This is an optimization exercise on Yosys and OpenROAD, whose aim is small area, a short achievable clock period and few clock cycles, not a production implementation. At most, simulation tests tie the RTL to the original design; equivalence was not proved. No activity file was given, so power comes from the tool's default toggle rates.

pepper:
==> flow/design.v <==
`timescale 1ns / 1ps
module top(clk,rst,imem_addr,imem_data,led,halted);
        input clk;
        input rst;
        output [0:7] imem_addr;
        input [0:31] imem_data;
        output [0:7] led;
        output halted;
        wire [31:0] ins = imem_data;
        wire [5:0] op  = ins[31:26];
        wire [4:0] rs  = ins[25:21];
        wire [4:0] rt  = ins[20:16];
        wire [4:0] rd  = ins[15:11];
        wire [7:0] imm = ins[7:0];
        wire [5:0] fn  = ins[5:0];
        reg  [7:0] R [0:31];
        reg  [7:0] pc;
        reg  [7:0] x_a, x_b;           
        reg  [7:0] x_alt;              
        reg  [4:0] x_dst;
        reg        x_we, x_lw, x_slt, x_w2, x_br, x_bne, x_pt;
        wire [7:0] sum = x_a + x_b;
        reg [7:0] rom;
        always @(*) begin
                case (sum)
                8'd0: rom = 8'b10011100;
                8'd1: rom = 8'b10001111;
                8'd2: rom = 8'b01110000;
                8'd3: rom = 8'b00111011;
                8'd4: rom = 8'b00100000;
                8'd5: rom = 8'b01010000;
                8'd6: rom = 8'b00000111;
                8'd7: rom = 8'b00001000;
                8'd8: rom = 8'b00001001;
                8'd9: rom = 8'b00001010;
                8'd10: rom = 8'b00000110;
                default: rom = 8'b00000000;
                endcase
        end
        wire lt = $signed(x_a) < $signed(x_b);
        wire [7:0] res = x_lw  ? rom :
                         x_slt ? {7'b0, lt} : sum;
        wire eq = (x_a == x_b);
        wire miss = x_br & (eq ^ x_bne ^ x_pt);
        wire stop = (pc >= 8'd14);
        wire d_lw   = op[5];                           
        wire d_addi = op[3];                           
        wire d_jal  = op[1] & ~op[5];                  
        wire d_br   = op[2];                           
        wire d_bne  = op[2] & op[0];                   
        wire d_r    = ~(op[5] | op[3] | op[2] | op[1]);  
        wire d_jr   = d_r & ~fn[5];                    
        wire d_slt  = d_r & fn[5] & fn[1];             
        wire d_we   = d_lw | d_addi | d_jal | (d_r & fn[5]);
        wire [4:0] d_dst = d_r ? rd : d_jal ? 5'd31 : rt;
        wire d_imm  = d_lw | d_addi;
        wire d_pt   = imm[7];                          
        wire fwd_a  = x_we & (x_dst == rs);
        wire fwd_b  = x_we & (x_dst == rt);
        wire fwd_31 = x_we & (x_dst == 5'd31);
        wire [7:0] rf_a = R[rs];
        wire [7:0] rf_b = R[rt];
        wire [7:0] d_a = fwd_a ? res : rf_a;
        wire [7:0] d_b = fwd_b ? res : rf_b;
        wire [7:0] r31 = fwd_31 ? res : R[31];
        wire [7:0] pc1 = pc + 8'd1;
        wire [7:0] pci = pc + imm;
        wire [7:0] npc = d_jr ? r31 : d_jal ? imm : (d_br & d_pt) ? pci : pc1;
        assign imem_addr = pc;
        assign halted = stop & ~x_br & ~x_w2;
        assign led = R[2];
        always @(posedge clk) begin
                if (rst | miss | stop) begin
                        x_we  <= 1'b0;
                        x_lw  <= 1'b0;
                        x_slt <= 1'b0;
                        x_w2  <= 1'b0;
                        x_br  <= 1'b0;
                        if (rst) pc <= 8'd12;
                        else if (miss) pc <= x_alt;
                end
                else begin
                        x_we  <= d_we;
                        x_lw  <= d_lw;
                        x_slt <= d_slt;
                        x_w2  <= d_we & (d_dst == 5'd2);
                        x_br  <= d_br;
                        pc    <= npc;
                end
                x_bne <= d_bne;
                x_pt  <= d_pt;
                x_alt <= d_pt ? pc1 : pci;
                x_dst <= d_dst;
                x_a   <= d_jal ? pc1 : d_a;
                x_b   <= d_imm ? imm : d_jal ? 8'd0 : d_b;
        end
        wire [7:0] wd = rst ? 8'd0 : res;
        genvar k;
        generate
                for (k = 0; k < 32; k = k + 1) begin : g_rf
                        always @(posedge clk)
                                if (rst | (x_we & (x_dst == k)))
                                        R[k] <= wd;
                end
        endgenerate
endmodule
clock: 7.0 ns
lec_check: 0
cap_margin: 10
core_margin: 2
core_utilization: 40
cts_cluster_diameter: 80
cts_cluster_size: 20
setup_slack_margin: 4.3
slew_margin: 10
tns_end_percent: 20
buffer_ports_args: -buffer_cell sky130_fd_sc_hd__buf_2
standard.sh (not shown) runs the stock make flow with config.mk's settings and CLKGATE_MAP_FILE= SYNTH_SCRIPT=/design/flow/synth_recipe.tcl, a recipe that flattens the netlist after the stock synthesis.
==> flow/flow/run.sh <==
#!/bin/bash
# Standard layout (the standard.sh, standard synthesis), with the port
# buffers made of buf_2 cells instead of buffer_ports' default choice.
set -euo pipefail
echo 'export BUFFER_PORTS_ARGS = -buffer_cell sky130_fd_sc_hd__buf_2' >> config.mk
bash standard.sh > standard.log 2>&1
Testbench counts of pepper, summed over its fixed seeds: cycles 53,224.
#### Input delta (maple over pepper)
-- flow/design.v --
<<< pepper, line 79
                        if (rst) pc <= 8'd12;
                        else if (miss) pc <= x_alt;
                end
                else begin
>>> maple, line 79
                        if (rst) pc <= 8'd12;
                        else if (miss) pc <= x_alt;
                        else pc <= 8'd255;
                end
                else begin
### Flow results
- Between maple and pepper, total via count after detailed routing is higher for maple, pepper comes in under that.
- Wire length on met2: maple vs pepper up 5.5%
- maple against pepper; post-layout instance area is up by a few percent.
- Changes observed in maple relative to pepper: part of the power in the clock network rose 0.9 points; routed length per instance rose 8.7%.
- Against pepper as the reference, maple delivers a higher global routing usage on met2.
- maple ended up with a higher number of filler instances in the final layout than pepper did.
- In the metrics for maple and pepper, the one carrying the lower layout inverter count without the clock tree is pepper.
- Compared with pepper, maple shows a count of cells along the worst register-to-register path that is 2 higher.
- maple: power is 0.00055 W lower than what pepper reported.
- Compared with pepper, in maple wire length now sits higher; die boundary height now sits higher; wire length of the first global-routing pass increased by about 11% relative to the old numbers; required time at the worst-slack endpoint up 1.82 ns.
The RTL of maple was laid out without a check of its function.

re-timing with driven ports:
In the flow no input, the clock included, has a driving cell. The finished layouts below were timed again as built, in two steps. Step 1 assumes that a clkbuf_16 drives the clock port and a buf_2 every other input. Step 2 adds t to the input delays and takes it off the output delays; t is the mean of the earliest and latest rising clock arrival at the registers after step 1. Input paths then give back, and output paths get back, about the clock's delay inside the block. Three values: no drivers, after step 1, after step 2; two values: the first two.
| run | shift t [ns] | setup WS [ns] | slew at the worst register clock pin (ns) |
|---|---|---|---|
| pepper | 0.609 | 3.895 / 3.836 / 3.396 | 0.10 / 0.10 |
| maple | 0.597 | 3.939 / 3.778 / 3.181 | 0.09 / 0.09 |
After both steps every run listed still meets setup and hold. For maple, which loses most, drivers alone change the setup slack by -0.161 ns; drivers and shift together by -0.758 ns.
